What follows belongs to an exercise in optimizing a design on an open flow for small area; a production flow would make more cautious choices.
No functional check of the RTL was part of any run shown here.
No activity file was given, so power comes from the tool's default toggle rates. No driver is modelled on the clock port, so clocking that relies on it looks cheaper here than on a real chip.

$ cat flow/design.v
`default_nettype none
module hub75 #(
    parameter FIFO_WIDTH = 64,
    parameter OUT_REG = 6,
    parameter CLK_SPEED = 40_000_000
) (
    input wire clk,
    input wire s_axi_valid,
    output logic s_axi_ready,
    input wire reset_n,
    input wire [FIFO_WIDTH - 1 : 0] r0_in,
    input wire [FIFO_WIDTH - 1 : 0] g0_in,
    input wire [FIFO_WIDTH - 1 : 0] b0_in,
    input wire [FIFO_WIDTH - 1 : 0] r1_in,
    input wire [FIFO_WIDTH - 1 : 0] g1_in,
    input wire [FIFO_WIDTH - 1 : 0] b1_in,
    output logic r0_out,
    output logic g0_out,
    output logic b0_out,
    output logic r1_out,
    output logic g1_out,
    output logic b1_out,
    output logic [5 - 1 : 0] addr_out,
    output logic blank,
    output logic latch_out,
    output logic clk_out
);
  logic ld_n;             
  logic sh, s3, s4, s5, s6, vd;
  logic [2:0] addr_cnt;
  logic [13:0] tmr;      
  logic tz;               
  logic [6:0] cnt;      
  logic [13:0] tload;
  logic done, rst_st, tterm, ldv;
  logic [5:0] head, col_q;
  logic [62:0] ring [6];
  logic [63:0] din [6];
  assign din[0] = r0_in;
  assign din[1] = g0_in;
  assign din[2] = b0_in;
  assign din[3] = r1_in;
  assign din[4] = g1_in;
  assign din[5] = b1_in;
  assign tload[0] = 8'b00011111 >> addr_cnt;
  assign tload[1] = 8'b10010010 >> addr_cnt;
  assign tload[2] = 8'b10100001 >> addr_cnt;
  assign tload[3] = 8'b11011000 >> addr_cnt;
  assign tload[4] = 8'b10111110 >> addr_cnt;
  assign tload[5] = 8'b10110110 >> addr_cnt;
  assign tload[6] = 8'b01101100 >> addr_cnt;
  assign tload[7] = 8'b01101001 >> addr_cnt;
  assign tload[8] = 8'b10001101 >> addr_cnt;
  assign tload[9] = 8'b01011010 >> addr_cnt;
  assign tload[10] = 8'b10101001 >> addr_cnt;
  assign tload[11] = 8'b01011110 >> addr_cnt;
  assign tload[12] = 8'b11111011 >> addr_cnt;
  assign tload[13] = 8'b01000100 >> addr_cnt;
  assign done = (cnt == 7'd0);
  assign tterm = (tmr == 14'd9714);
  assign rst_st = ~(s_axi_ready | sh | s3 | s4 | s5 | s6);
  assign ldv = s_axi_ready & s_axi_valid;
  always_ff @(posedge clk) begin
    if (reset_n == 1'b0) begin
      s_axi_ready <= 1'b0;
      ld_n <= 1'b1;
      sh <= 1'b0;
      clk_out <= 1'b0;
      s3 <= 1'b0;
      s4 <= 1'b0;
      s5 <= 1'b0;
      s6 <= 1'b0;
      latch_out <= 1'b0;
      blank <= 1'b1;
      vd <= 1'b0;
      addr_cnt <= '0;
      addr_out <= '0;
      tz <= 1'b1;
    end else begin
      s_axi_ready <= s6 | rst_st | (s_axi_ready & ~s_axi_valid);
      ld_n <= ~(s6 | rst_st | (s_axi_ready & ~s_axi_valid));
      sh <= ldv | (sh & ~(clk_out & done));
      clk_out <= sh & ~clk_out;
      s3 <= (clk_out & done) | (s3 & ~tz);
      s4 <= s3 & tz;
      s5 <= s4;
      s6 <= s5;
      latch_out <= s6;
      blank <= ~(vd & (s_axi_ready | sh | s3));
      if (s6) vd <= 1'b1;
      if (s6) addr_cnt <= addr_cnt + 3'd1;
      if (s5 && vd && addr_cnt == 3'd0) addr_out <= addr_out + 5'd1;
      tz <= ~s6 & (tz | tterm);
    end
  end
  always_ff @(posedge clk) begin
    if (s6) tmr <= tload;
    else tmr <= {tmr[12:0], ~(^{tmr[13], tmr[12], tmr[11], tmr[1]})};
    if (s_axi_ready) cnt <= 7'd0;
    else cnt <= {cnt[5:0], ~(^{cnt[6], cnt[5]})};
  end
  always_ff @(posedge clk) begin
    ring[0][1] <= ~((ld_n | din[0][1]) & (s_axi_ready | ring[0][2]));
    ring[0][3] <= ~((ld_n | din[0][2]) & (s_axi_ready | ring[0][4]));
    ring[0][5] <= ~((ld_n | din[0][3]) & (s_axi_ready | ring[0][6]));
    ring[0][7] <= ~((ld_n | din[0][4]) & (s_axi_ready | ring[0][8]));
    ring[0][9] <= ~((ld_n | din[0][5]) & (s_axi_ready | ring[0][10]));
    ring[0][11] <= ~((ld_n | din[0][6]) & (s_axi_ready | ring[0][12]));
    ring[0][13] <= ~((ld_n | din[0][7]) & (s_axi_ready | ring[0][14]));
    ring[0][15] <= ~((ld_n | din[0][8]) & (s_axi_ready | ring[0][16]));
    ring[0][17] <= ~((ld_n | din[0][9]) & (s_axi_ready | ring[0][18]));
    ring[0][19] <= ~((ld_n | din[0][10]) & (s_axi_ready | ring[0][20]));
    ring[0][21] <= ~((ld_n | din[0][11]) & (s_axi_ready | ring[0][22]));
    ring[0][23] <= ~((ld_n | din[0][12]) & (s_axi_ready | ring[0][24]));
    ring[0][25] <= ~((ld_n | din[0][13]) & (s_axi_ready | ring[0][26]));
    ring[0][27] <= ~((ld_n | din[0][14]) & (s_axi_ready | ring[0][28]));
    ring[0][29] <= ~((ld_n | din[0][15]) & (s_axi_ready | ring[0][30]));
    ring[0][31] <= ~((ld_n | din[0][16]) & (s_axi_ready | ring[0][32]));
    ring[0][33] <= ~((ld_n | din[0][17]) & (s_axi_ready | ring[0][34]));
    ring[0][35] <= ~((ld_n | din[0][18]) & (s_axi_ready | ring[0][36]));
    ring[0][37] <= ~((ld_n | din[0][19]) & (s_axi_ready | ring[0][38]));
    ring[0][39] <= ~((ld_n | din[0][20]) & (s_axi_ready | ring[0][40]));
    ring[0][41] <= ~((ld_n | din[0][21]) & (s_axi_ready | ring[0][42]));
    ring[0][43] <= ~((ld_n | din[0][22]) & (s_axi_ready | ring[0][44]));
    ring[0][45] <= ~((ld_n | din[0][23]) & (s_axi_ready | ring[0][46]));
    ring[0][47] <= ~((ld_n | din[0][24]) & (s_axi_ready | ring[0][48]));
    ring[0][49] <= ~((ld_n | din[0][25]) & (s_axi_ready | ring[0][50]));
    ring[0][51] <= ~((ld_n | din[0][26]) & (s_axi_ready | ring[0][52]));
    ring[0][53] <= ~((ld_n | din[0][27]) & (s_axi_ready | ring[0][54]));
    ring[0][55] <= ~((ld_n | din[0][28]) & (s_axi_ready | ring[0][56]));
    ring[0][57] <= ~((ld_n | din[0][29]) & (s_axi_ready | ring[0][58]));
    ring[0][59] <= ~((ld_n | din[0][30]) & (s_axi_ready | ring[0][60]));
    ring[0][61] <= ~((ld_n | din[0][31]) & (s_axi_ready | ring[0][62]));
    ring[0][0] <= ~((ld_n | din[0][32]) & (s_axi_ready | ring[0][1]));
    ring[0][2] <= ~((ld_n | din[0][33]) & (s_axi_ready | ring[0][3]));
    ring[0][4] <= ~((ld_n | din[0][34]) & (s_axi_ready | ring[0][5]));
    ring[0][6] <= ~((ld_n | din[0][35]) & (s_axi_ready | ring[0][7]));
    ring[0][8] <= ~((ld_n | din[0][36]) & (s_axi_ready | ring[0][9]));
    ring[0][10] <= ~((ld_n | din[0][37]) & (s_axi_ready | ring[0][11]));
    ring[0][12] <= ~((ld_n | din[0][38]) & (s_axi_ready | ring[0][13]));
    ring[0][14] <= ~((ld_n | din[0][39]) & (s_axi_ready | ring[0][15]));
    ring[0][16] <= ~((ld_n | din[0][40]) & (s_axi_ready | ring[0][17]));
    ring[0][18] <= ~((ld_n | din[0][41]) & (s_axi_ready | ring[0][19]));
    ring[0][20] <= ~((ld_n | din[0][42]) & (s_axi_ready | ring[0][21]));
    ring[0][22] <= ~((ld_n | din[0][43]) & (s_axi_ready | ring[0][23]));
    ring[0][24] <= ~((ld_n | din[0][44]) & (s_axi_ready | ring[0][25]));
    ring[0][26] <= ~((ld_n | din[0][45]) & (s_axi_ready | ring[0][27]));
    ring[0][28] <= ~((ld_n | din[0][46]) & (s_axi_ready | ring[0][29]));
    ring[0][30] <= ~((ld_n | din[0][47]) & (s_axi_ready | ring[0][31]));
    ring[0][32] <= ~((ld_n | din[0][48]) & (s_axi_ready | ring[0][33]));
    ring[0][34] <= ~((ld_n | din[0][49]) & (s_axi_ready | ring[0][35]));
    ring[0][36] <= ~((ld_n | din[0][50]) & (s_axi_ready | ring[0][37]));
    ring[0][38] <= ~((ld_n | din[0][51]) & (s_axi_ready | ring[0][39]));
    ring[0][40] <= ~((ld_n | din[0][52]) & (s_axi_ready | ring[0][41]));
    ring[0][42] <= ~((ld_n | din[0][53]) & (s_axi_ready | ring[0][43]));
    ring[0][44] <= ~((ld_n | din[0][54]) & (s_axi_ready | ring[0][45]));
    ring[0][46] <= ~((ld_n | din[0][55]) & (s_axi_ready | ring[0][47]));
    ring[0][48] <= ~((ld_n | din[0][56]) & (s_axi_ready | ring[0][49]));
    ring[0][50] <= ~((ld_n | din[0][57]) & (s_axi_ready | ring[0][51]));
    ring[0][52] <= ~((ld_n | din[0][58]) & (s_axi_ready | ring[0][53]));
    ring[0][54] <= ~((ld_n | din[0][59]) & (s_axi_ready | ring[0][55]));
    ring[0][56] <= ~((ld_n | din[0][60]) & (s_axi_ready | ring[0][57]));
    ring[0][58] <= ~((ld_n | din[0][61]) & (s_axi_ready | ring[0][59]));
    ring[0][60] <= ~((ld_n | din[0][62]) & (s_axi_ready | ring[0][61]));
    ring[0][62] <= ~((ld_n | din[0][63]) & (s_axi_ready | ring[0][0]));
    ring[1][1] <= ~((ld_n | din[1][1]) & (s_axi_ready | ring[1][2]));
    ring[1][3] <= ~((ld_n | din[1][2]) & (s_axi_ready | ring[1][4]));
    ring[1][5] <= ~((ld_n | din[1][3]) & (s_axi_ready | ring[1][6]));
    ring[1][7] <= ~((ld_n | din[1][4]) & (s_axi_ready | ring[1][8]));
    ring[1][9] <= ~((ld_n | din[1][5]) & (s_axi_ready | ring[1][10]));
    ring[1][11] <= ~((ld_n | din[1][6]) & (s_axi_ready | ring[1][12]));
    ring[1][13] <= ~((ld_n | din[1][7]) & (s_axi_ready | ring[1][14]));
    ring[1][15] <= ~((ld_n | din[1][8]) & (s_axi_ready | ring[1][16]));
    ring[1][17] <= ~((ld_n | din[1][9]) & (s_axi_ready | ring[1][18]));
    ring[1][19] <= ~((ld_n | din[1][10]) & (s_axi_ready | ring[1][20]));
    ring[1][21] <= ~((ld_n | din[1][11]) & (s_axi_ready | ring[1][22]));
    ring[1][23] <= ~((ld_n | din[1][12]) & (s_axi_ready | ring[1][24]));
    ring[1][25] <= ~((ld_n | din[1][13]) & (s_axi_ready | ring[1][26]));
    ring[1][27] <= ~((ld_n | din[1][14]) & (s_axi_ready | ring[1][28]));
    ring[1][29] <= ~((ld_n | din[1][15]) & (s_axi_ready | ring[1][30]));
    ring[1][31] <= ~((ld_n | din[1][16]) & (s_axi_ready | ring[1][32]));
    ring[1][33] <= ~((ld_n | din[1][17]) & (s_axi_ready | ring[1][34]));
    ring[1][35] <= ~((ld_n | din[1][18]) & (s_axi_ready | ring[1][36]));
    ring[1][37] <= ~((ld_n | din[1][19]) & (s_axi_ready | ring[1][38]));
    ring[1][39] <= ~((ld_n | din[1][20]) & (s_axi_ready | ring[1][40]));
    ring[1][41] <= ~((ld_n | din[1][21]) & (s_axi_ready | ring[1][42]));
    ring[1][43] <= ~((ld_n | din[1][22]) & (s_axi_ready | ring[1][44]));
    ring[1][45] <= ~((ld_n | din[1][23]) & (s_axi_ready | ring[1][46]));
    ring[1][47] <= ~((ld_n | din[1][24]) & (s_axi_ready | ring[1][48]));
    ring[1][49] <= ~((ld_n | din[1][25]) & (s_axi_ready | ring[1][50]));
    ring[1][51] <= ~((ld_n | din[1][26]) & (s_axi_ready | ring[1][52]));
    ring[1][53] <= ~((ld_n | din[1][27]) & (s_axi_ready | ring[1][54]));
    ring[1][55] <= ~((ld_n | din[1][28]) & (s_axi_ready | ring[1][56]));
    ring[1][57] <= ~((ld_n | din[1][29]) & (s_axi_ready | ring[1][58]));
    ring[1][59] <= ~((ld_n | din[1][30]) & (s_axi_ready | ring[1][60]));
    ring[1][61] <= ~((ld_n | din[1][31]) & (s_axi_ready | ring[1][62]));
    ring[1][0] <= ~((ld_n | din[1][32]) & (s_axi_ready | ring[1][1]));
    ring[1][2] <= ~((ld_n | din[1][33]) & (s_axi_ready | ring[1][3]));
    ring[1][4] <= ~((ld_n | din[1][34]) & (s_axi_ready | ring[1][5]));
    ring[1][6] <= ~((ld_n | din[1][35]) & (s_axi_ready | ring[1][7]));
    ring[1][8] <= ~((ld_n | din[1][36]) & (s_axi_ready | ring[1][9]));
    ring[1][10] <= ~((ld_n | din[1][37]) & (s_axi_ready | ring[1][11]));
    ring[1][12] <= ~((ld_n | din[1][38]) & (s_axi_ready | ring[1][13]));
    ring[1][14] <= ~((ld_n | din[1][39]) & (s_axi_ready | ring[1][15]));
    ring[1][16] <= ~((ld_n | din[1][40]) & (s_axi_ready | ring[1][17]));
    ring[1][18] <= ~((ld_n | din[1][41]) & (s_axi_ready | ring[1][19]));
    ring[1][20] <= ~((ld_n | din[1][42]) & (s_axi_ready | ring[1][21]));
    ring[1][22] <= ~((ld_n | din[1][43]) & (s_axi_ready | ring[1][23]));
    ring[1][24] <= ~((ld_n | din[1][44]) & (s_axi_ready | ring[1][25]));
    ring[1][26] <= ~((ld_n | din[1][45]) & (s_axi_ready | ring[1][27]));
    ring[1][28] <= ~((ld_n | din[1][46]) & (s_axi_ready | ring[1][29]));
    ring[1][30] <= ~((ld_n | din[1][47]) & (s_axi_ready | ring[1][31]));
    ring[1][32] <= ~((ld_n | din[1][48]) & (s_axi_ready | ring[1][33]));
    ring[1][34] <= ~((ld_n | din[1][49]) & (s_axi_ready | ring[1][35]));
    ring[1][36] <= ~((ld_n | din[1][50]) & (s_axi_ready | ring[1][37]));
    ring[1][38] <= ~((ld_n | din[1][51]) & (s_axi_ready | ring[1][39]));
    ring[1][40] <= ~((ld_n | din[1][52]) & (s_axi_ready | ring[1][41]));
    ring[1][42] <= ~((ld_n | din[1][53]) & (s_axi_ready | ring[1][43]));
    ring[1][44] <= ~((ld_n | din[1][54]) & (s_axi_ready | ring[1][45]));
    ring[1][46] <= ~((ld_n | din[1][55]) & (s_axi_ready | ring[1][47]));
    ring[1][48] <= ~((ld_n | din[1][56]) & (s_axi_ready | ring[1][49]));
    ring[1][50] <= ~((ld_n | din[1][57]) & (s_axi_ready | ring[1][51]));
    ring[1][52] <= ~((ld_n | din[1][58]) & (s_axi_ready | ring[1][53]));
    ring[1][54] <= ~((ld_n | din[1][59]) & (s_axi_ready | ring[1][55]));
    ring[1][56] <= ~((ld_n | din[1][60]) & (s_axi_ready | ring[1][57]));
    ring[1][58] <= ~((ld_n | din[1][61]) & (s_axi_ready | ring[1][59]));
    ring[1][60] <= ~((ld_n | din[1][62]) & (s_axi_ready | ring[1][61]));
    ring[1][62] <= ~((ld_n | din[1][63]) & (s_axi_ready | ring[1][0]));
    ring[2][1] <= ~((ld_n | din[2][1]) & (s_axi_ready | ring[2][2]));
    ring[2][3] <= ~((ld_n | din[2][2]) & (s_axi_ready | ring[2][4]));
    ring[2][5] <= ~((ld_n | din[2][3]) & (s_axi_ready | ring[2][6]));
    ring[2][7] <= ~((ld_n | din[2][4]) & (s_axi_ready | ring[2][8]));
    ring[2][9] <= ~((ld_n | din[2][5]) & (s_axi_ready | ring[2][10]));
    ring[2][11] <= ~((ld_n | din[2][6]) & (s_axi_ready | ring[2][12]));
    ring[2][13] <= ~((ld_n | din[2][7]) & (s_axi_ready | ring[2][14]));
    ring[2][15] <= ~((ld_n | din[2][8]) & (s_axi_ready | ring[2][16]));
    ring[2][17] <= ~((ld_n | din[2][9]) & (s_axi_ready | ring[2][18]));
    ring[2][19] <= ~((ld_n | din[2][10]) & (s_axi_ready | ring[2][20]));
    ring[2][21] <= ~((ld_n | din[2][11]) & (s_axi_ready | ring[2][22]));
    ring[2][23] <= ~((ld_n | din[2][12]) & (s_axi_ready | ring[2][24]));
    ring[2][25] <= ~((ld_n | din[2][13]) & (s_axi_ready | ring[2][26]));
    ring[2][27] <= ~((ld_n | din[2][14]) & (s_axi_ready | ring[2][28]));
    ring[2][29] <= ~((ld_n | din[2][15]) & (s_axi_ready | ring[2][30]));
    ring[2][31] <= ~((ld_n | din[2][16]) & (s_axi_ready | ring[2][32]));
    ring[2][33] <= ~((ld_n | din[2][17]) & (s_axi_ready | ring[2][34]));
    ring[2][35] <= ~((ld_n | din[2][18]) & (s_axi_ready | ring[2][36]));
    ring[2][37] <= ~((ld_n | din[2][19]) & (s_axi_ready | ring[2][38]));
    ring[2][39] <= ~((ld_n | din[2][20]) & (s_axi_ready | ring[2][40]));
    ring[2][41] <= ~((ld_n | din[2][21]) & (s_axi_ready | ring[2][42]));
    ring[2][43] <= ~((ld_n | din[2][22]) & (s_axi_ready | ring[2][44]));
    ring[2][45] <= ~((ld_n | din[2][23]) & (s_axi_ready | ring[2][46]));
    ring[2][47] <= ~((ld_n | din[2][24]) & (s_axi_ready | ring[2][48]));
    ring[2][49] <= ~((ld_n | din[2][25]) & (s_axi_ready | ring[2][50]));
    ring[2][51] <= ~((ld_n | din[2][26]) & (s_axi_ready | ring[2][52]));
    ring[2][53] <= ~((ld_n | din[2][27]) & (s_axi_ready | ring[2][54]));
    ring[2][55] <= ~((ld_n | din[2][28]) & (s_axi_ready | ring[2][56]));
    ring[2][57] <= ~((ld_n | din[2][29]) & (s_axi_ready | ring[2][58]));
    ring[2][59] <= ~((ld_n | din[2][30]) & (s_axi_ready | ring[2][60]));
    ring[2][61] <= ~((ld_n | din[2][31]) & (s_axi_ready | ring[2][62]));
    ring[2][0] <= ~((ld_n | din[2][32]) & (s_axi_ready | ring[2][1]));
    ring[2][2] <= ~((ld_n | din[2][33]) & (s_axi_ready | ring[2][3]));
    ring[2][4] <= ~((ld_n | din[2][34]) & (s_axi_ready | ring[2][5]));
    ring[2][6] <= ~((ld_n | din[2][35]) & (s_axi_ready | ring[2][7]));
    ring[2][8] <= ~((ld_n | din[2][36]) & (s_axi_ready | ring[2][9]));
    ring[2][10] <= ~((ld_n | din[2][37]) & (s_axi_ready | ring[2][11]));
    ring[2][12] <= ~((ld_n | din[2][38]) & (s_axi_ready | ring[2][13]));
    ring[2][14] <= ~((ld_n | din[2][39]) & (s_axi_ready | ring[2][15]));
    ring[2][16] <= ~((ld_n | din[2][40]) & (s_axi_ready | ring[2][17]));
    ring[2][18] <= ~((ld_n | din[2][41]) & (s_axi_ready | ring[2][19]));
    ring[2][20] <= ~((ld_n | din[2][42]) & (s_axi_ready | ring[2][21]));
    ring[2][22] <= ~((ld_n | din[2][43]) & (s_axi_ready | ring[2][23]));
    ring[2][24] <= ~((ld_n | din[2][44]) & (s_axi_ready | ring[2][25]));
    ring[2][26] <= ~((ld_n | din[2][45]) & (s_axi_ready | ring[2][27]));
    ring[2][28] <= ~((ld_n | din[2][46]) & (s_axi_ready | ring[2][29]));
    ring[2][30] <= ~((ld_n | din[2][47]) & (s_axi_ready | ring[2][31]));
    ring[2][32] <= ~((ld_n | din[2][48]) & (s_axi_ready | ring[2][33]));
    ring[2][34] <= ~((ld_n | din[2][49]) & (s_axi_ready | ring[2][35]));
    ring[2][36] <= ~((ld_n | din[2][50]) & (s_axi_ready | ring[2][37]));
    ring[2][38] <= ~((ld_n | din[2][51]) & (s_axi_ready | ring[2][39]));
    ring[2][40] <= ~((ld_n | din[2][52]) & (s_axi_ready | ring[2][41]));
    ring[2][42] <= ~((ld_n | din[2][53]) & (s_axi_ready | ring[2][43]));
    ring[2][44] <= ~((ld_n | din[2][54]) & (s_axi_ready | ring[2][45]));
    ring[2][46] <= ~((ld_n | din[2][55]) & (s_axi_ready | ring[2][47]));
    ring[2][48] <= ~((ld_n | din[2][56]) & (s_axi_ready | ring[2][49]));
    ring[2][50] <= ~((ld_n | din[2][57]) & (s_axi_ready | ring[2][51]));
    ring[2][52] <= ~((ld_n | din[2][58]) & (s_axi_ready | ring[2][53]));
    ring[2][54] <= ~((ld_n | din[2][59]) & (s_axi_ready | ring[2][55]));
    ring[2][56] <= ~((ld_n | din[2][60]) & (s_axi_ready | ring[2][57]));
    ring[2][58] <= ~((ld_n | din[2][61]) & (s_axi_ready | ring[2][59]));
    ring[2][60] <= ~((ld_n | din[2][62]) & (s_axi_ready | ring[2][61]));
    ring[2][62] <= ~((ld_n | din[2][63]) & (s_axi_ready | ring[2][0]));
    ring[3][1] <= ~((ld_n | din[3][1]) & (s_axi_ready | ring[3][2]));
    ring[3][3] <= ~((ld_n | din[3][2]) & (s_axi_ready | ring[3][4]));
    ring[3][5] <= ~((ld_n | din[3][3]) & (s_axi_ready | ring[3][6]));
    ring[3][7] <= ~((ld_n | din[3][4]) & (s_axi_ready | ring[3][8]));
    ring[3][9] <= ~((ld_n | din[3][5]) & (s_axi_ready | ring[3][10]));
    ring[3][11] <= ~((ld_n | din[3][6]) & (s_axi_ready | ring[3][12]));
    ring[3][13] <= ~((ld_n | din[3][7]) & (s_axi_ready | ring[3][14]));
    ring[3][15] <= ~((ld_n | din[3][8]) & (s_axi_ready | ring[3][16]));
    ring[3][17] <= ~((ld_n | din[3][9]) & (s_axi_ready | ring[3][18]));
    ring[3][19] <= ~((ld_n | din[3][10]) & (s_axi_ready | ring[3][20]));
    ring[3][21] <= ~((ld_n | din[3][11]) & (s_axi_ready | ring[3][22]));
    ring[3][23] <= ~((ld_n | din[3][12]) & (s_axi_ready | ring[3][24]));
    ring[3][25] <= ~((ld_n | din[3][13]) & (s_axi_ready | ring[3][26]));
    ring[3][27] <= ~((ld_n | din[3][14]) & (s_axi_ready | ring[3][28]));
    ring[3][29] <= ~((ld_n | din[3][15]) & (s_axi_ready | ring[3][30]));
    ring[3][31] <= ~((ld_n | din[3][16]) & (s_axi_ready | ring[3][32]));
    ring[3][33] <= ~((ld_n | din[3][17]) & (s_axi_ready | ring[3][34]));
    ring[3][35] <= ~((ld_n | din[3][18]) & (s_axi_ready | ring[3][36]));
    ring[3][37] <= ~((ld_n | din[3][19]) & (s_axi_ready | ring[3][38]));
    ring[3][39] <= ~((ld_n | din[3][20]) & (s_axi_ready | ring[3][40]));
    ring[3][41] <= ~((ld_n | din[3][21]) & (s_axi_ready | ring[3][42]));
    ring[3][43] <= ~((ld_n | din[3][22]) & (s_axi_ready | ring[3][44]));
    ring[3][45] <= ~((ld_n | din[3][23]) & (s_axi_ready | ring[3][46]));
    ring[3][47] <= ~((ld_n | din[3][24]) & (s_axi_ready | ring[3][48]));
    ring[3][49] <= ~((ld_n | din[3][25]) & (s_axi_ready | ring[3][50]));
    ring[3][51] <= ~((ld_n | din[3][26]) & (s_axi_ready | ring[3][52]));
    ring[3][53] <= ~((ld_n | din[3][27]) & (s_axi_ready | ring[3][54]));
    ring[3][55] <= ~((ld_n | din[3][28]) & (s_axi_ready | ring[3][56]));
    ring[3][57] <= ~((ld_n | din[3][29]) & (s_axi_ready | ring[3][58]));
    ring[3][59] <= ~((ld_n | din[3][30]) & (s_axi_ready | ring[3][60]));
    ring[3][61] <= ~((ld_n | din[3][31]) & (s_axi_ready | ring[3][62]));
    ring[3][0] <= ~((ld_n | din[3][32]) & (s_axi_ready | ring[3][1]));
    ring[3][2] <= ~((ld_n | din[3][33]) & (s_axi_ready | ring[3][3]));
    ring[3][4] <= ~((ld_n | din[3][34]) & (s_axi_ready | ring[3][5]));
    ring[3][6] <= ~((ld_n | din[3][35]) & (s_axi_ready | ring[3][7]));
    ring[3][8] <= ~((ld_n | din[3][36]) & (s_axi_ready | ring[3][9]));
    ring[3][10] <= ~((ld_n | din[3][37]) & (s_axi_ready | ring[3][11]));
    ring[3][12] <= ~((ld_n | din[3][38]) & (s_axi_ready | ring[3][13]));
    ring[3][14] <= ~((ld_n | din[3][39]) & (s_axi_ready | ring[3][15]));
    ring[3][16] <= ~((ld_n | din[3][40]) & (s_axi_ready | ring[3][17]));
    ring[3][18] <= ~((ld_n | din[3][41]) & (s_axi_ready | ring[3][19]));
    ring[3][20] <= ~((ld_n | din[3][42]) & (s_axi_ready | ring[3][21]));
    ring[3][22] <= ~((ld_n | din[3][43]) & (s_axi_ready | ring[3][23]));
    ring[3][24] <= ~((ld_n | din[3][44]) & (s_axi_ready | ring[3][25]));
    ring[3][26] <= ~((ld_n | din[3][45]) & (s_axi_ready | ring[3][27]));
    ring[3][28] <= ~((ld_n | din[3][46]) & (s_axi_ready | ring[3][29]));
    ring[3][30] <= ~((ld_n | din[3][47]) & (s_axi_ready | ring[3][31]));
    ring[3][32] <= ~((ld_n | din[3][48]) & (s_axi_ready | ring[3][33]));
    ring[3][34] <= ~((ld_n | din[3][49]) & (s_axi_ready | ring[3][35]));
    ring[3][36] <= ~((ld_n | din[3][50]) & (s_axi_ready | ring[3][37]));
    ring[3][38] <= ~((ld_n | din[3][51]) & (s_axi_ready | ring[3][39]));
    ring[3][40] <= ~((ld_n | din[3][52]) & (s_axi_ready | ring[3][41]));
    ring[3][42] <= ~((ld_n | din[3][53]) & (s_axi_ready | ring[3][43]));
    ring[3][44] <= ~((ld_n | din[3][54]) & (s_axi_ready | ring[3][45]));
    ring[3][46] <= ~((ld_n | din[3][55]) & (s_axi_ready | ring[3][47]));
    ring[3][48] <= ~((ld_n | din[3][56]) & (s_axi_ready | ring[3][49]));
    ring[3][50] <= ~((ld_n | din[3][57]) & (s_axi_ready | ring[3][51]));
    ring[3][52] <= ~((ld_n | din[3][58]) & (s_axi_ready | ring[3][53]));
    ring[3][54] <= ~((ld_n | din[3][59]) & (s_axi_ready | ring[3][55]));
    ring[3][56] <= ~((ld_n | din[3][60]) & (s_axi_ready | ring[3][57]));
    ring[3][58] <= ~((ld_n | din[3][61]) & (s_axi_ready | ring[3][59]));
    ring[3][60] <= ~((ld_n | din[3][62]) & (s_axi_ready | ring[3][61]));
    ring[3][62] <= ~((ld_n | din[3][63]) & (s_axi_ready | ring[3][0]));
    ring[4][1] <= ~((ld_n | din[4][1]) & (s_axi_ready | ring[4][2]));
    ring[4][3] <= ~((ld_n | din[4][2]) & (s_axi_ready | ring[4][4]));
    ring[4][5] <= ~((ld_n | din[4][3]) & (s_axi_ready | ring[4][6]));
    ring[4][7] <= ~((ld_n | din[4][4]) & (s_axi_ready | ring[4][8]));
    ring[4][9] <= ~((ld_n | din[4][5]) & (s_axi_ready | ring[4][10]));
    ring[4][11] <= ~((ld_n | din[4][6]) & (s_axi_ready | ring[4][12]));
    ring[4][13] <= ~((ld_n | din[4][7]) & (s_axi_ready | ring[4][14]));
    ring[4][15] <= ~((ld_n | din[4][8]) & (s_axi_ready | ring[4][16]));
    ring[4][17] <= ~((ld_n | din[4][9]) & (s_axi_ready | ring[4][18]));
    ring[4][19] <= ~((ld_n | din[4][10]) & (s_axi_ready | ring[4][20]));
    ring[4][21] <= ~((ld_n | din[4][11]) & (s_axi_ready | ring[4][22]));
    ring[4][23] <= ~((ld_n | din[4][12]) & (s_axi_ready | ring[4][24]));
    ring[4][25] <= ~((ld_n | din[4][13]) & (s_axi_ready | ring[4][26]));
    ring[4][27] <= ~((ld_n | din[4][14]) & (s_axi_ready | ring[4][28]));
    ring[4][29] <= ~((ld_n | din[4][15]) & (s_axi_ready | ring[4][30]));
    ring[4][31] <= ~((ld_n | din[4][16]) & (s_axi_ready | ring[4][32]));
    ring[4][33] <= ~((ld_n | din[4][17]) & (s_axi_ready | ring[4][34]));
    ring[4][35] <= ~((ld_n | din[4][18]) & (s_axi_ready | ring[4][36]));
    ring[4][37] <= ~((ld_n | din[4][19]) & (s_axi_ready | ring[4][38]));
    ring[4][39] <= ~((ld_n | din[4][20]) & (s_axi_ready | ring[4][40]));
    ring[4][41] <= ~((ld_n | din[4][21]) & (s_axi_ready | ring[4][42]));
    ring[4][43] <= ~((ld_n | din[4][22]) & (s_axi_ready | ring[4][44]));
    ring[4][45] <= ~((ld_n | din[4][23]) & (s_axi_ready | ring[4][46]));
    ring[4][47] <= ~((ld_n | din[4][24]) & (s_axi_ready | ring[4][48]));
    ring[4][49] <= ~((ld_n | din[4][25]) & (s_axi_ready | ring[4][50]));
    ring[4][51] <= ~((ld_n | din[4][26]) & (s_axi_ready | ring[4][52]));
    ring[4][53] <= ~((ld_n | din[4][27]) & (s_axi_ready | ring[4][54]));
    ring[4][55] <= ~((ld_n | din[4][28]) & (s_axi_ready | ring[4][56]));
    ring[4][57] <= ~((ld_n | din[4][29]) & (s_axi_ready | ring[4][58]));
    ring[4][59] <= ~((ld_n | din[4][30]) & (s_axi_ready | ring[4][60]));
    ring[4][61] <= ~((ld_n | din[4][31]) & (s_axi_ready | ring[4][62]));
    ring[4][0] <= ~((ld_n | din[4][32]) & (s_axi_ready | ring[4][1]));
    ring[4][2] <= ~((ld_n | din[4][33]) & (s_axi_ready | ring[4][3]));
    ring[4][4] <= ~((ld_n | din[4][34]) & (s_axi_ready | ring[4][5]));
    ring[4][6] <= ~((ld_n | din[4][35]) & (s_axi_ready | ring[4][7]));
    ring[4][8] <= ~((ld_n | din[4][36]) & (s_axi_ready | ring[4][9]));
    ring[4][10] <= ~((ld_n | din[4][37]) & (s_axi_ready | ring[4][11]));
    ring[4][12] <= ~((ld_n | din[4][38]) & (s_axi_ready | ring[4][13]));
    ring[4][14] <= ~((ld_n | din[4][39]) & (s_axi_ready | ring[4][15]));
    ring[4][16] <= ~((ld_n | din[4][40]) & (s_axi_ready | ring[4][17]));
    ring[4][18] <= ~((ld_n | din[4][41]) & (s_axi_ready | ring[4][19]));
    ring[4][20] <= ~((ld_n | din[4][42]) & (s_axi_ready | ring[4][21]));
    ring[4][22] <= ~((ld_n | din[4][43]) & (s_axi_ready | ring[4][23]));
    ring[4][24] <= ~((ld_n | din[4][44]) & (s_axi_ready | ring[4][25]));
    ring[4][26] <= ~((ld_n | din[4][45]) & (s_axi_ready | ring[4][27]));
    ring[4][28] <= ~((ld_n | din[4][46]) & (s_axi_ready | ring[4][29]));
    ring[4][30] <= ~((ld_n | din[4][47]) & (s_axi_ready | ring[4][31]));
    ring[4][32] <= ~((ld_n | din[4][48]) & (s_axi_ready | ring[4][33]));
    ring[4][34] <= ~((ld_n | din[4][49]) & (s_axi_ready | ring[4][35]));
    ring[4][36] <= ~((ld_n | din[4][50]) & (s_axi_ready | ring[4][37]));
    ring[4][38] <= ~((ld_n | din[4][51]) & (s_axi_ready | ring[4][39]));
    ring[4][40] <= ~((ld_n | din[4][52]) & (s_axi_ready | ring[4][41]));
    ring[4][42] <= ~((ld_n | din[4][53]) & (s_axi_ready | ring[4][43]));
    ring[4][44] <= ~((ld_n | din[4][54]) & (s_axi_ready | ring[4][45]));
    ring[4][46] <= ~((ld_n | din[4][55]) & (s_axi_ready | ring[4][47]));
    ring[4][48] <= ~((ld_n | din[4][56]) & (s_axi_ready | ring[4][49]));
    ring[4][50] <= ~((ld_n | din[4][57]) & (s_axi_ready | ring[4][51]));
    ring[4][52] <= ~((ld_n | din[4][58]) & (s_axi_ready | ring[4][53]));
    ring[4][54] <= ~((ld_n | din[4][59]) & (s_axi_ready | ring[4][55]));
    ring[4][56] <= ~((ld_n | din[4][60]) & (s_axi_ready | ring[4][57]));
    ring[4][58] <= ~((ld_n | din[4][61]) & (s_axi_ready | ring[4][59]));
    ring[4][60] <= ~((ld_n | din[4][62]) & (s_axi_ready | ring[4][61]));
    ring[4][62] <= ~((ld_n | din[4][63]) & (s_axi_ready | ring[4][0]));
    ring[5][1] <= ~((ld_n | din[5][1]) & (s_axi_ready | ring[5][2]));
    ring[5][3] <= ~((ld_n | din[5][2]) & (s_axi_ready | ring[5][4]));
    ring[5][5] <= ~((ld_n | din[5][3]) & (s_axi_ready | ring[5][6]));
    ring[5][7] <= ~((ld_n | din[5][4]) & (s_axi_ready | ring[5][8]));
    ring[5][9] <= ~((ld_n | din[5][5]) & (s_axi_ready | ring[5][10]));
    ring[5][11] <= ~((ld_n | din[5][6]) & (s_axi_ready | ring[5][12]));
    ring[5][13] <= ~((ld_n | din[5][7]) & (s_axi_ready | ring[5][14]));
    ring[5][15] <= ~((ld_n | din[5][8]) & (s_axi_ready | ring[5][16]));
    ring[5][17] <= ~((ld_n | din[5][9]) & (s_axi_ready | ring[5][18]));
    ring[5][19] <= ~((ld_n | din[5][10]) & (s_axi_ready | ring[5][20]));
    ring[5][21] <= ~((ld_n | din[5][11]) & (s_axi_ready | ring[5][22]));
    ring[5][23] <= ~((ld_n | din[5][12]) & (s_axi_ready | ring[5][24]));
    ring[5][25] <= ~((ld_n | din[5][13]) & (s_axi_ready | ring[5][26]));
    ring[5][27] <= ~((ld_n | din[5][14]) & (s_axi_ready | ring[5][28]));
    ring[5][29] <= ~((ld_n | din[5][15]) & (s_axi_ready | ring[5][30]));
    ring[5][31] <= ~((ld_n | din[5][16]) & (s_axi_ready | ring[5][32]));
    ring[5][33] <= ~((ld_n | din[5][17]) & (s_axi_ready | ring[5][34]));
    ring[5][35] <= ~((ld_n | din[5][18]) & (s_axi_ready | ring[5][36]));
    ring[5][37] <= ~((ld_n | din[5][19]) & (s_axi_ready | ring[5][38]));
    ring[5][39] <= ~((ld_n | din[5][20]) & (s_axi_ready | ring[5][40]));
    ring[5][41] <= ~((ld_n | din[5][21]) & (s_axi_ready | ring[5][42]));
    ring[5][43] <= ~((ld_n | din[5][22]) & (s_axi_ready | ring[5][44]));
    ring[5][45] <= ~((ld_n | din[5][23]) & (s_axi_ready | ring[5][46]));
    ring[5][47] <= ~((ld_n | din[5][24]) & (s_axi_ready | ring[5][48]));
    ring[5][49] <= ~((ld_n | din[5][25]) & (s_axi_ready | ring[5][50]));
    ring[5][51] <= ~((ld_n | din[5][26]) & (s_axi_ready | ring[5][52]));
    ring[5][53] <= ~((ld_n | din[5][27]) & (s_axi_ready | ring[5][54]));
    ring[5][55] <= ~((ld_n | din[5][28]) & (s_axi_ready | ring[5][56]));
    ring[5][57] <= ~((ld_n | din[5][29]) & (s_axi_ready | ring[5][58]));
    ring[5][59] <= ~((ld_n | din[5][30]) & (s_axi_ready | ring[5][60]));
    ring[5][61] <= ~((ld_n | din[5][31]) & (s_axi_ready | ring[5][62]));
    ring[5][0] <= ~((ld_n | din[5][32]) & (s_axi_ready | ring[5][1]));
    ring[5][2] <= ~((ld_n | din[5][33]) & (s_axi_ready | ring[5][3]));
    ring[5][4] <= ~((ld_n | din[5][34]) & (s_axi_ready | ring[5][5]));
    ring[5][6] <= ~((ld_n | din[5][35]) & (s_axi_ready | ring[5][7]));
    ring[5][8] <= ~((ld_n | din[5][36]) & (s_axi_ready | ring[5][9]));
    ring[5][10] <= ~((ld_n | din[5][37]) & (s_axi_ready | ring[5][11]));
    ring[5][12] <= ~((ld_n | din[5][38]) & (s_axi_ready | ring[5][13]));
    ring[5][14] <= ~((ld_n | din[5][39]) & (s_axi_ready | ring[5][15]));
    ring[5][16] <= ~((ld_n | din[5][40]) & (s_axi_ready | ring[5][17]));
    ring[5][18] <= ~((ld_n | din[5][41]) & (s_axi_ready | ring[5][19]));
    ring[5][20] <= ~((ld_n | din[5][42]) & (s_axi_ready | ring[5][21]));
    ring[5][22] <= ~((ld_n | din[5][43]) & (s_axi_ready | ring[5][23]));
    ring[5][24] <= ~((ld_n | din[5][44]) & (s_axi_ready | ring[5][25]));
    ring[5][26] <= ~((ld_n | din[5][45]) & (s_axi_ready | ring[5][27]));
    ring[5][28] <= ~((ld_n | din[5][46]) & (s_axi_ready | ring[5][29]));
    ring[5][30] <= ~((ld_n | din[5][47]) & (s_axi_ready | ring[5][31]));
    ring[5][32] <= ~((ld_n | din[5][48]) & (s_axi_ready | ring[5][33]));
    ring[5][34] <= ~((ld_n | din[5][49]) & (s_axi_ready | ring[5][35]));
    ring[5][36] <= ~((ld_n | din[5][50]) & (s_axi_ready | ring[5][37]));
    ring[5][38] <= ~((ld_n | din[5][51]) & (s_axi_ready | ring[5][39]));
    ring[5][40] <= ~((ld_n | din[5][52]) & (s_axi_ready | ring[5][41]));
    ring[5][42] <= ~((ld_n | din[5][53]) & (s_axi_ready | ring[5][43]));
    ring[5][44] <= ~((ld_n | din[5][54]) & (s_axi_ready | ring[5][45]));
    ring[5][46] <= ~((ld_n | din[5][55]) & (s_axi_ready | ring[5][47]));
    ring[5][48] <= ~((ld_n | din[5][56]) & (s_axi_ready | ring[5][49]));
    ring[5][50] <= ~((ld_n | din[5][57]) & (s_axi_ready | ring[5][51]));
    ring[5][52] <= ~((ld_n | din[5][58]) & (s_axi_ready | ring[5][53]));
    ring[5][54] <= ~((ld_n | din[5][59]) & (s_axi_ready | ring[5][55]));
    ring[5][56] <= ~((ld_n | din[5][60]) & (s_axi_ready | ring[5][57]));
    ring[5][58] <= ~((ld_n | din[5][61]) & (s_axi_ready | ring[5][59]));
    ring[5][60] <= ~((ld_n | din[5][62]) & (s_axi_ready | ring[5][61]));
    ring[5][62] <= ~((ld_n | din[5][63]) & (s_axi_ready | ring[5][0]));
  end
  always_ff @(posedge clk) begin
    for (int c = 0; c < 6; c++) begin
      if (s_axi_ready) col_q[c] <= din[c][0];
      else if (clk_out) col_q[c] <= ring[c][0];
    end
  end
  always_comb begin
    r0_out = col_q[0];
    g0_out = col_q[1];
    b0_out = col_q[2];
    r1_out = col_q[3];
    g1_out = col_q[4];
    b1_out = col_q[5];
  end
endmodule
$ cat flow/flow/run.sh
#!/bin/bash
# Standard layout, with the smallest buffer on the ports and a leaner clock tree.
set -euo pipefail
bash standard.sh "BUFFER_PORTS_ARGS=-buffer_cell sky130_fd_sc_hd__buf_1" \
  "CTS_ARGS=-sink_clustering_enable -repair_clock_nets -buf_list {sky130_fd_sc_hd__clkbuf_16} -sink_clustering_size 34 -sink_clustering_max_diameter 100 -dont_use_dummy_load" \
  finish > standard_flow.log 2>&1
$ cat flow/standard.sh
#!/bin/bash
# synth_recipe.tcl (not shown) runs the flow's synth.tcl, then flattens the netlist and writes it again
# the make line also repeats each setting of config.mk as NAME=value (left out here)
make -C /OpenROAD-flow-scripts/flow DESIGN_CONFIG=/design/flow/config.mk WORK_HOME=/design/flow/orfs CLKGATE_MAP_FILE= SYNTH_SCRIPT=/design/flow/synth_recipe.tcl "${@:-finish}"
$ cat flow/config.mk
export PLATFORM = sky130hd
export DESIGN_NAME = hub75
export DESIGN_NICKNAME = hub75
export VERILOG_FILES = /design/flow/design.v
export SDC_FILE = /design/flow/constraint.sdc
export NUM_CORES = 4
export LEC_CHECK = 0
export CAP_MARGIN = 20
export CORE_MARGIN = 2
export CORE_UTILIZATION = 65
export PLACE_DENSITY = 0.75
export SLEW_MARGIN = 20
$ cat flow/constraint.sdc
create_clock -name core_clock -period 10.0 [get_ports {clk}]
set_input_delay 2.0000 -clock core_clock [delete_from_list [all_inputs] [get_ports {clk}]]
set_output_delay 2.0000 -clock core_clock [all_outputs]
set_load 0.01 [all_outputs]
==> run summary, run 1 <==
status=timing/DRC/antenna clean; Crit path max-delay family=flip-flops; Pwr per Cell Area=approximately 250 nW/um^2; clock tree buffer depth=3; number of synthesized flops with an enable pin=6; crit-path cells=buf_16 -> buf_1; fin area=between 10000 and 15000 um^2; CP max FO=80; grt met2 use=a little under half; syn_nets=around 1400; reg2reg path depth=3; PostCTS Resize Cnt=0; slew margin rel.=28.2%; Int Pwr=roughly 2.7 mW; largest family of logic cells by synthesized area=compound AO/OA/AOI/OAI gates; crit share post-route=about 37%; met3 GRT Util=a little under a tenth; final hold violations=0; Reg-to-Reg Start=ld_n; Antenna Nets Post-Route=0; Req. time, crit path=roughly 8.0 ns; port bufs=between 400 and 500; Post-Synthesis Mean Instance Area=~12 um^2; endpoint of the worst register-to-register path=ring[2][26]; final setup margin=around 6.3 ns; logic gate share of total power=14.1%; via/cell ratio=~5.7; worst path bufs/invs=2; Post-Route WL=30700 um; post-synth top area cell=dfxtp_1; post-synth cell types=37; Worst Tran Pin Value=1.08 ns; Sw Pwr=about 0.87 mW; Slowest-stage cell, CP=dfxtp_4; share of cells above drive strength 1=under 10%; clock power share=between 20 and 25%; synthesized-area fraction occupied by adder cells=less than 1%; Critical Path Max Stage Delay=approximately 0.62 ns; H-Tree Depth=1; Clock transition at path regs=~0.12 ns; part of the Yosys area used for sequential elements=70.8%; Worst path depth=2; global-route wire length before repair=~44000 um; gr busiest metal=met2; post-CTS setup buffers=0; Die Footprint=about 20000 um^2; Mapped Area=12100 um^2; Synth Instances=just over 1000; Synth Area in Simple Gates=2.41%; CTS buffer count=16; share of the synthesized area in the top cell type=around 69%; grt met1 use=35.8%; most frequent cell after synthesis=dfxtp_1; hold buffers post-CTS=0; fillers=~1300; footprint of the multi-input gates=3140 um^2; post-synthesis mux area share=under 10%; HP Class=reg -> reg; WS Path Type=reg -> out; synthesis-to-layout area growth=16.3%; CTS tree=yes; ys async rst share=0%; Max Cap Viol=0; Die Wd=~140 um; sw frac=24.6%; launch point of the worst path=s_axi_ready; Starting Density=66.9%; first drt pass iteration count=5; largest cells by area after synthesis=dfxtp_1 (69%), o22ai_1 (20%), clkbuf_1 (2.5%); post-synthesis xor/xnor area fraction=less than 1%; Yosys warnings=3; FF/Latch Area=between 8000 and 9000 um^2; clock insertion delay at the later pin of the skew report=around 0.5 ns; min cycle time layout=between 3 and 4 ns; Worst Setup End Kind=output port; initial DRC count=592; Ports=roughly 400; RSZ-0062 raised after global routing=no; Wirelength per Cell=19.4 um; Layout Cells excl Fill=roughly 1600; fmax=~270 MHz; sequential power share=roughly 64%; R2R setup slack=7.02 ns; clock sink count=roughly 430; largest net degree at the start of global routing=284; Final Max Slew Viols=0; CP endpoint=s_axi_ready; Max VDD drop=212 uV; via count=between 9000 and 10000; initial antenna violation count=9; DP Area=approximately 14000 um^2; final core occ=77.8%; final setup skew=between 0.05 and 0.06 ns; die height=around 140 um; vias in the first global route=roughly 8400; NumNets Final=1744; CTS root buffer=clkbuf_16; crit path DAT=around 1.7 ns; Leak=5.12 nW; crit path launch type=register; Detail Placement HPWL=between 20000 and 25000 um; GPL Wtd Cong=about 0.86; Post-synth top cells=dfxtp_1 (419), o22ai_1 (379), clkbuf_1 (82); Finish-stage setup viols=0; Total Routing Usage GR=28.9%; Setup Slack @ Placement=6.69 ns; GRT overflow=0; TNS Setup=0 ns; drc violations=0; Site Rows=49; post-synthesis register bit count=about 430; prevailing post-synth register cell=dfxtp_1; Core Box Area=18100 um^2; compound-gate portion of the synthesized area=approximately a fifth; post-placement cell count=roughly 1600
placed cells by master, fill, tap and decap left out, types with 3 or more instances in the layout:
cell type	count
or3_1	3
edfxtp_1	6
nand2_1	7
nor2_1	18
buf_1	401
a21oi_1	13
nor2b_1	9
mux2i_1	6
o21ai_0	6
clkbuf_16	16
dfxtp_1	417
mux2_2	9
inv_1	9
o22ai_1	379
diode_2	7
ha_1	7
xnor2_1	5
nand3_1	3
layout make-up:
cell class | count | area share [%]
inverters | 10 | 0.276
diodes | 7 | 0.125
well taps | 229 | 2.04
clock buffers | 16 | 2.85
flip-flops and latches | 425 | 61.0
repair buffers | 407 | 11.4
multi-input cells | 490 | 22.3
power by group through the flow:
| stage | Combinational, mW | Sequential [mW] | Clock [mW] |
|---|---|---|---|
| floorplan | 0.369 | 2.25 | 0 |
| global placement | 0.456 | 2.31 | 0 |
| detailed placement | 0.480 | 2.31 | 0 |
| CTS | 0.482 | 2.28 | 0.770 |
| global route | 0.555 | 2.30 | 0.822 |
| finish | 0.499 | 2.27 | 0.759 |
cell families (layout without fill, tap and decap cells):
kind of cell             count (synthesis)  after routing
AO/OA/AOI/OAI                          406            406
XOR/XNOR                                 7              7
adder cells (fa/ha/maj)                  7              7
buffers and inverters                  103            433
flip-flops                             425            425
multiplexers                            15             15
other                                    0              7
AND/OR/NAND/NOR                         55             55
worst min-delay path by stage:
| stage | depth (start not counted) | from | end | slack (ns) |
|---|---|---|---|---|
| floorplan | 1 | vd | blank | 0.38 |
| global placement | 1 | ring[3][60] | ring[3][59] | 0.40 |
| detailed placement | 1 | vd | blank | 0.40 |
| CTS | 1 | ring[0][29] | ring[0][28] | 0.37 |
| global route | 1 | ring[0][29] | ring[0][28] | 0.38 |
| finish | 1 | ring[0][29] | ring[0][28] | 0.37 |
layer usage:
layer	routed length, um	part of all wire [%]
met2	14300	47
met5	10	0.033
met3	2680	8.7
met1	12200	40
met4	1490	4.8
flip-flops by register name, indices dropped and copies added (netlist names), 3 cells and up:
name,cells
tmr,14
ring,378
col_q,6
cnt,7
addr_cnt,3
addr_out,5
worst register-to-register path: cells and delay by family, from the launching register on:
kind | cells | cell delay (ns)
buf+inv | 2 | 1.81
flops | 1 | 0.78
compound gates | 1 | 0.25
metrics by stage:
step | total power [mW] | hold WS [ns]
final | 3.53 | 0.369
after floorplan | 2.62 | 0.381
after CTS | 3.53 | 0.373
after detailed placement | 2.79 | 0.403
after global placement | 2.76 | 0.399
after global routing | 3.68 | 0.378
==> run 2: changes to the inputs <==
==> flow/flow/run.sh (replaced) <==
#!/bin/bash
# Standard layout, with the smallest buffer on the ports and a leaner clock tree.
set -euo pipefail
bash standard.sh "BUFFER_PORTS_ARGS=-buffer_cell sky130_fd_sc_hd__buf_1" \
  "CTS_ARGS=-sink_clustering_enable -repair_clock_nets -buf_list {sky130_fd_sc_hd__clkbuf_8} -sink_clustering_size 20 -sink_clustering_max_diameter 100 -dont_use_dummy_load" \
  finish > standard_flow.log 2>&1
==> run 2 against run 1 <==
  * Flip-flop and latch count unchanged
  * Worst hold slack got worse by 0.016 ns
  * Routed wire length grew 0.24%
  * Non-clock buffer count unchanged
  * Largest cell class unchanged
  * Sequential share of layout area increased by 0.22 points
  * Die area unchanged
  * Critical path type unchanged
  * Clock power fell by 8.3%
  * Sequential power about the same
  * Utilization shrank 0.28 points
==> run summary, run 2 <==
fillers=1274 (+0.39%); Post-Route WL=30800 um (+0.24%); H-Tree Depth=1 (unchanged); ys async rst share=0% (unchanged); Max Cap Viol=0 (unchanged); compound-gate portion of the synthesized area=21.0% (unchanged); Synth Area in Simple Gates=2.41% (unchanged); status=timing/DRC/antenna clean; Max VDD drop=167 uV (-21%); largest family of logic cells by synthesized area=compound AO/OA/AOI/OAI gates; Wirelength per Cell=19.3 um (-0.45%); clock tree buffer depth=3 (unchanged); final setup skew=0.0579 ns (+0.00710 ns); port bufs=401 (unchanged); WS Path Type=reg -> out; Die Wd=140 um (unchanged); CTS buffer count=25 (+9); Worst Setup End Kind=output port; fmax=264 MHz (-2.9%); largest net degree at the start of global routing=284 (unchanged); GRT overflow=0 (unchanged); Reg-to-Reg Start=ld_n; slew margin rel.=30.3% (+2.1 points); Req. time, crit path=8.00 ns (about the same); Yosys warnings=3 (unchanged); crit path DAT=1.79 ns (+0.11 ns); Core Box Area=18100 um^2 (unchanged); via count=9089 (+0.74%); Leak=5.11 nW (-0.34%); Pwr per Cell Area=247 nW/um^2 (-1.5%); Detail Placement HPWL=21500 um (unchanged); prevailing post-synth register cell=dfxtp_1; initial antenna violation count=8 (-1); synthesis-to-layout area growth=15.9%; global-route wire length before repair=44700 um (+0.53%); commonest cells after routing, fill and taps aside=dfxtp_1 (417), buf_1 (401), o22ai_1 (379), clkbuf_8 (25), nor2_1 (18); max reg flops=378 (unchanged); Final Max Slew Viols=0 (unchanged); hold buffers post-CTS=0 (unchanged); CP max FO=69 (-14%); clock insertion delay at the later pin of the skew report=0.54 ns (+0.03 ns); Clock transition at path regs=0.11 ns (about the same); fin area=14000 um^2 (-0.36%); Starting Density=66.9% (unchanged); endpoint of the worst register-to-register path=ring[2][26]; PostCTS Resize Cnt=0 (unchanged); NumNets Final=1753 (+0.52%); first drt pass iteration count=5 (unchanged); Total Routing Usage GR=29.0% (+0.064 points); CTS tree=yes; number of synthesized flops with an enable pin=6 (unchanged); GPL Wtd Cong=0.859 (unchanged); R2R setup slack=7.09 ns (+0.07 ns); Finish-stage setup viols=0 (unchanged); post-CTS setup buffers=0 (unchanged); min cycle time layout=3.79 ns (+0.109 ns); final hold violations=0 (unchanged); Synth Instances=1018 (unchanged); synthesized-area fraction occupied by adder cells=0.724% (unchanged); Top reg by flops=ring; TNS Setup=0 ns (unchanged); drc violations=0 (unchanged); reg2reg path depth=3 (unchanged); post-synthesis register bit count=425 (unchanged); syn_nets=1412 (unchanged); most frequent cell after synthesis=dfxtp_1; DP Area=13600 um^2 (unchanged); launch point of the worst path=s_axi_ready; HP Class=reg -> reg; Post-synth top cells=dfxtp_1 (419), o22ai_1 (379), clkbuf_1 (82); post-synth cell types=37 (unchanged); footprint of the multi-input gates=3140 um^2 (unchanged); RSZ-0062 raised after global routing=no; largest cells by area after synthesis=dfxtp_1 (69%), o22ai_1 (20%), clkbuf_1 (2.5%); hold_sp=ring[0][25]; Worst Tran Pin Value=1.04 ns (-0.0317 ns); Site Rows=49 (unchanged); vias in the first global route=8492 (+0.58%); Antenna Nets Post-Route=0 (unchanged); CTS root buffer=clkbuf_8; clock sink count=425 (unchanged); FF/Latch Area=8580 um^2 (unchanged); die height=140 um (unchanged); Mapped Area=12100 um^2 (unchanged); part of the Yosys area used for sequential elements=70.8% (unchanged); post-synth top area cell=dfxtp_1; initial DRC count=548 (-7.4%); Ports=402 (unchanged); Die Footprint=19700 um^2 (unchanged); crit share post-route=37.9% (+1.1 points); post-synthesis mux area share=1.33% (unchanged); post-synthesis xor/xnor area fraction=0.507% (unchanged); crit path launch type=register; share of cells above drive strength 1=3.39% (+0.65 points); Post-Synthesis Mean Instance Area=11.9 um^2 (unchanged); CP endpoint=s_axi_ready; most common cell after layout, fill and taps aside=dfxtp_1; Largest regs=ring: 378 flops, tmr: 14 flops, cnt: 7 flops; share of the synthesized area in the top cell type=69.3% (unchanged); via/cell ratio=5.70 (about the same)
run 2: report_power, final:
group	switching [mW]	total (mW)	internal, mW	leakage, nW
clock network	0.470	0.696	0.226	0.180
registers	0.151	2.27	2.12	3.59
logic	0.247	0.495	0.248	1.34
total	0.868	3.46	2.60	5.11
run 2: per-stage QoR:
stage | total power [mW] | worst slack (ns) | hold WS (ns) | instances | util, %
after floorplan | 2.62 | 7.28 | 0.381 | 1018 | -
after global placement | 2.76 | 6.70 | 0.399 | 1559 | 75.1
after detailed placement | 2.79 | 6.69 | 0.403 | 1559 | 75.1
after CTS | 3.46 | 6.07 | 0.353 | 1584 | 77.0
after global routing | 3.61 | 6.13 | 0.363 | 1591 | 77.4
final | 3.46 | 6.21 | 0.353 | 1595 | 77.5
run 2: routing by layer:
metal	wire length [um]	GRT usage [%]	part of all wire (%)	vias to the layer above
met5	13	0	0.042	-
met4	1630	14.7	5.3	2
met3	2390	8.31	7.7	96
met2	14200	46.6	46	342
met1	12600	35.9	41	4154
li1	-	-	-	4495
run 2: critical path, cell delays in order, from the launching register on:
cell and delay, ns:
dfxtp_4 0.70, buf_16 0.32, buf_1 0.19
run 2: cells by family after synthesis:
group,count (synthesis)
buf+inv,103
fa+ha+maj,7
compound gates,406
simple gates,55
xor+xnor,7
mux,15
flops,425
run 2: final cells by class:
type	instances	area share, %
Sequential cell	425	61.2
Timing Repair Buffer	407	11.5
Inverter	10	0.277
Multi-Input combinational cell	490	22.4
Tap cell	229	2.04
Antenna cell	9	0.161
Clock buffer	25	2.46
run 2: worst min-delay path by stage:
stage	slack (ns)	depth (start not counted)	to
global route	0.36	1	ring[0][24]
detailed placement	0.40	1	blank
global placement	0.40	1	ring[3][59]
CTS	0.35	1	ring[0][24]
finish	0.35	1	ring[0][24]
floorplan	0.38	1	blank
==> run 3: changes to the inputs <==
==> flow/flow/run.sh (replaced) <==
#!/bin/bash
# Standard layout, with the smallest buffer on the ports and a leaner clock tree.
set -euo pipefail
bash standard.sh "BUFFER_PORTS_ARGS=-buffer_cell sky130_fd_sc_hd__buf_1" \
  "CTS_ARGS=-sink_clustering_enable -repair_clock_nets -buf_list {sky130_fd_sc_hd__clkbuf_8} -sink_clustering_size 17 -sink_clustering_max_diameter 60 -dont_use_dummy_load" \
  finish > standard_flow.log 2>&1
--- a/flow/config.mk
+++ b/flow/config.mk
@@ -7,6 +7,5 @@
 export LEC_CHECK = 0
 export CAP_MARGIN = 20
 export CORE_MARGIN = 2
-export CORE_UTILIZATION = 65
-export PLACE_DENSITY = 0.75
+export CORE_UTILIZATION = 40
 export SLEW_MARGIN = 20
==> run 3 against run 2 <==
  * Clock-buffer cell count up 6
  * Routed wire length decreased by 2.0%
  * Clock power is 11% higher
  * Global-route usage shrank 11 points
  * Critical path depth shrank 1
  * Via count shrank 2.7%
  * Critical endpoint unchanged
  * Die area grew 61%
  * Synthesized cell count is the same
  * Worst hold slack better by 0.034 ns
==> run summary, run 3 <==
WS Path Type=reg -> out; part of the Yosys area used for sequential elements=70.8% (unchanged); Int Pwr=2.64 mW (+1.8%); Pwr per Cell Area=248 nW/um^2 (+0.49%); clock sink count=425 (unchanged); ys async rst share=0% (unchanged); synthesis-to-layout area growth=17.6%; HP Class=reg -> reg; Post-Route WL=30200 um (-2.0%); initial antenna violation count=1 (-7); Post-Synthesis Mean Instance Area=11.9 um^2 (unchanged); CTS tree=yes; fillers=2826 (+120%); hold buffers post-CTS=0 (unchanged); post-synthesis register bit count=425 (unchanged); fmax=267 MHz (+1.4%); clock insertion delay at the later pin of the skew report=0.61 ns (+0.07 ns); logic gate share of total power=13.6% (-0.7 points); Site Rows=63 (+29%); routed length on met3=2850 um (+19%); final setup skew=0.0466 ns (-0.0113 ns); H-Tree Depth=1 (unchanged); Mapped Area=12100 um^2 (unchanged); Die Wd=178 um (+27%); sw frac=25.2% (+0.13 points); min cycle time layout=3.74 ns (-0.0512 ns); Top reg by flops=ring; CP max FO=87 (+26%); max reg flops=378 (unchanged); Max Cap Viol=0 (unchanged); Synth Instances=1018 (unchanged); prevailing post-synth register cell=dfxtp_1; TNS Setup=0 ns (unchanged); initial DRC count=511 (-6.8%); share of cells above drive strength 1=3.74% (+0.35 points); port bufs=401 (unchanged); most common cell after layout, fill and taps aside=dfxtp_1; PostCTS Resize Cnt=0 (unchanged); Antenna Nets Post-Route=0 (unchanged); Leak=5.13 nW (+0.46%); post-synth top area cell=dfxtp_1; slew margin rel.=28.1% (-2.2 points); DR top layer=met5; Finish-stage setup viols=0 (unchanged); Synth Area in Simple Gates=2.41% (unchanged); commonest cells after routing, fill and taps aside=dfxtp_1 (417), buf_1 (401), o22ai_1 (379), clkbuf_8 (31), nor2_1 (18); Crit path max-delay family=flip-flops; clock power share=21.8% (+1.7 points); vias in the first global route=8391 (-1.2%); drc violations=0 (unchanged); Antenna Cells=0 (-9); global-route wire length before repair=44500 um (-0.40%); largest cells by area after synthesis=dfxtp_1 (69%), o22ai_1 (20%), clkbuf_1 (2.5%); Slowest-stage cell, CP=dfxtp_4; Starting Density=40.7% (-26 points); Sw Pwr=0.890 mW (+2.5%); Wirelength per Cell=17.2 um (-11%); Die Footprint=31600 um^2 (+61%); post-synth cell types=37 (unchanged); Largest regs=ring: 378 flops, tmr: 14 flops, cnt: 7 flops; compound-gate portion of the synthesized area=21.0% (unchanged); post-placement cell count=1721 (+10%); Max VDD drop=126 uV (-25%); largest family of logic cells by synthesized area=compound AO/OA/AOI/OAI gates; CTS buffer count=31 (+24%); post-synthesis xor/xnor area fraction=0.507% (unchanged); GPL Wtd Cong=0.787 (-8.3%); DRT met1 WL=13100 um (+4.4%); post-CTS setup buffers=0 (unchanged); die height=178 um (+27%); Final Max Slew Viols=0 (unchanged); clock tree buffer depth=3 (unchanged); Detail Placement HPWL=20400 um (-5.3%); Req. time, crit path=8.00 ns (about the same); CTS root buffer=clkbuf_8; crit share post-route=37.4% (-0.51 points); Ports=402 (unchanged); number of synthesized flops with an enable pin=6 (unchanged); crit path DAT=1.74 ns (-0.05 ns); Total Routing Usage GR=17.6% (-11 points); GRT overflow=0 (unchanged); Worst Setup End Kind=output port; Layout Cells excl Fill=1752 (+9.8%); largest net degree at the start of global routing=229 (-19%); Post-synth top cells=dfxtp_1 (419), o22ai_1 (379), clkbuf_1 (82); post-synthesis mux area share=1.33% (unchanged); status=timing/DRC/antenna clean; total power=3.53 mW (+2.0%); Core Box Area=29700 um^2 (+64%); first drt pass iteration count=4 (-1); crit-path cells=buf_1; worst path bufs/invs=1 (-1); share of the synthesized area in the top cell type=69.3% (unchanged); final hold violations=0 (unchanged); NumNets Final=1758 (+0.29%); Worst Tran Pin Value=1.08 ns (+0.0318 ns); Yosys warnings=3 (unchanged); synthesized-area fraction occupied by adder cells=0.724% (unchanged); via/cell ratio=5.05 (-11%); most frequent cell after synthesis=dfxtp_1; Critical Path Max Stage Delay=0.93 ns (+0.23 ns); Clock transition at path regs=0.10 ns (about the same); crit path launch type=register; syn_nets=1412 (unchanged); met2 WL=13300 um (-6.3%); via count=8845 (-2.7%); RSZ-0062 raised after global routing=no; sequential power share=64.5% (-1.1 points)
[run 3: cell counts after synthesis]
Identical to the previous run, type by type.
[run 3: power by group through the flow]
stage,registers [mW],logic (mW),clock network (mW)
2_1_floorplan,2.25,0.369,0
3_3_place_gp,2.32,0.464,0
3_5_place_dp,2.31,0.484,0
4_1_cts,2.28,0.484,0.808
5_1_grt,2.32,0.540,0.864
6_report,2.28,0.482,0.771
[run 3: metrics by stage]
step                instance area (um^2)  worst slack [ns]  hold slack [ns]  utilization [%]
finish                             14200              6.26            0.387             47.9
global route                       14200              6.11            0.411             47.9
CTS                                14200              6.20            0.396             47.9
detailed placement                 13800              6.86            0.404             46.4
global placement                   13800              6.87            0.400             46.4
floorplan                          12100              7.28            0.381                -
[run 3: path summary, 6_finish.rpt]
path                             startpoint     endpoint  slack (ns)  cells after the start
worst min register to register  ring[4][48]  ring[4][47]        0.39                      1
worst max-delay path            s_axi_ready  s_axi_ready        6.26                      1
worst max register to register         ld_n  ring[4][10]        7.02                      3
worst min-delay path            ring[4][48]  ring[4][47]        0.39                      1
[run 3: layer usage]
layer	track usage, %	vias to the layer above
met5	0	-
met4	5.46	2
met3	6.32	53
met2	27.8	309
met1	22.5	3988
li1	-	4493
[run 3: worst reg2reg max path, cell delays in order (launching register included)]
cell	delay, ns
dfxtp_4	0.82
buf_4	0.76
buf_4	0.98
o22ai_1	0.25
[run 3: cells by family (layout without fill, tap and decap cells)]
group | count (synthesis) | after routing
flops | 425 | 425
mux | 15 | 15
buf+inv | 103 | 447
fa+ha+maj | 7 | 7
simple gates | 55 | 55
compound gates | 406 | 406
xor+xnor | 7 | 7
[run 3: final cells by class]
class	count	area (um^2)	area share, %
Sequential cell	425	8580	60.3
Inverter	10	38.8	0.273
Tap cell	390	488	3.43
Multi-Input combinational cell	490	3140	22.1
Clock buffer	31	427	3.00
Timing Repair Buffer	406	1560	11.0

separate check: timing with driven ports:
In the flow no input, the clock included, has a driving cell. The finished layouts below were timed again as built, in two steps.
Step 1: set_driving_cell puts a clkbuf_16 on clk and a buf_2 on each other input, an assumption about the parent block.
Step 2 times the ports against the registers' clock, not the clock port: input delays grow and output delays shrink by t, the midpoint of the rising clock arrivals with the driver on.
Three values: ideal ports, drivers, drivers and shift; two values: the first two.
run	t (ns)	setup slack, ns	hold WS [ns]	slew at the worst register clock pin (ns)
run 1	0.536	6.317 / 6.268 / 6.805	0.369 / 0.369 / 0.369	0.12 / 0.12
run 2	0.577	6.208 / 6.168 / 6.745	0.353 / 0.353 / 0.353	0.12 / 0.12
run 3	0.629	6.259 / 6.211 / 6.840	0.387 / 0.387 / 0.387	0.10 / 0.10
After both steps every run listed still meets setup and hold.
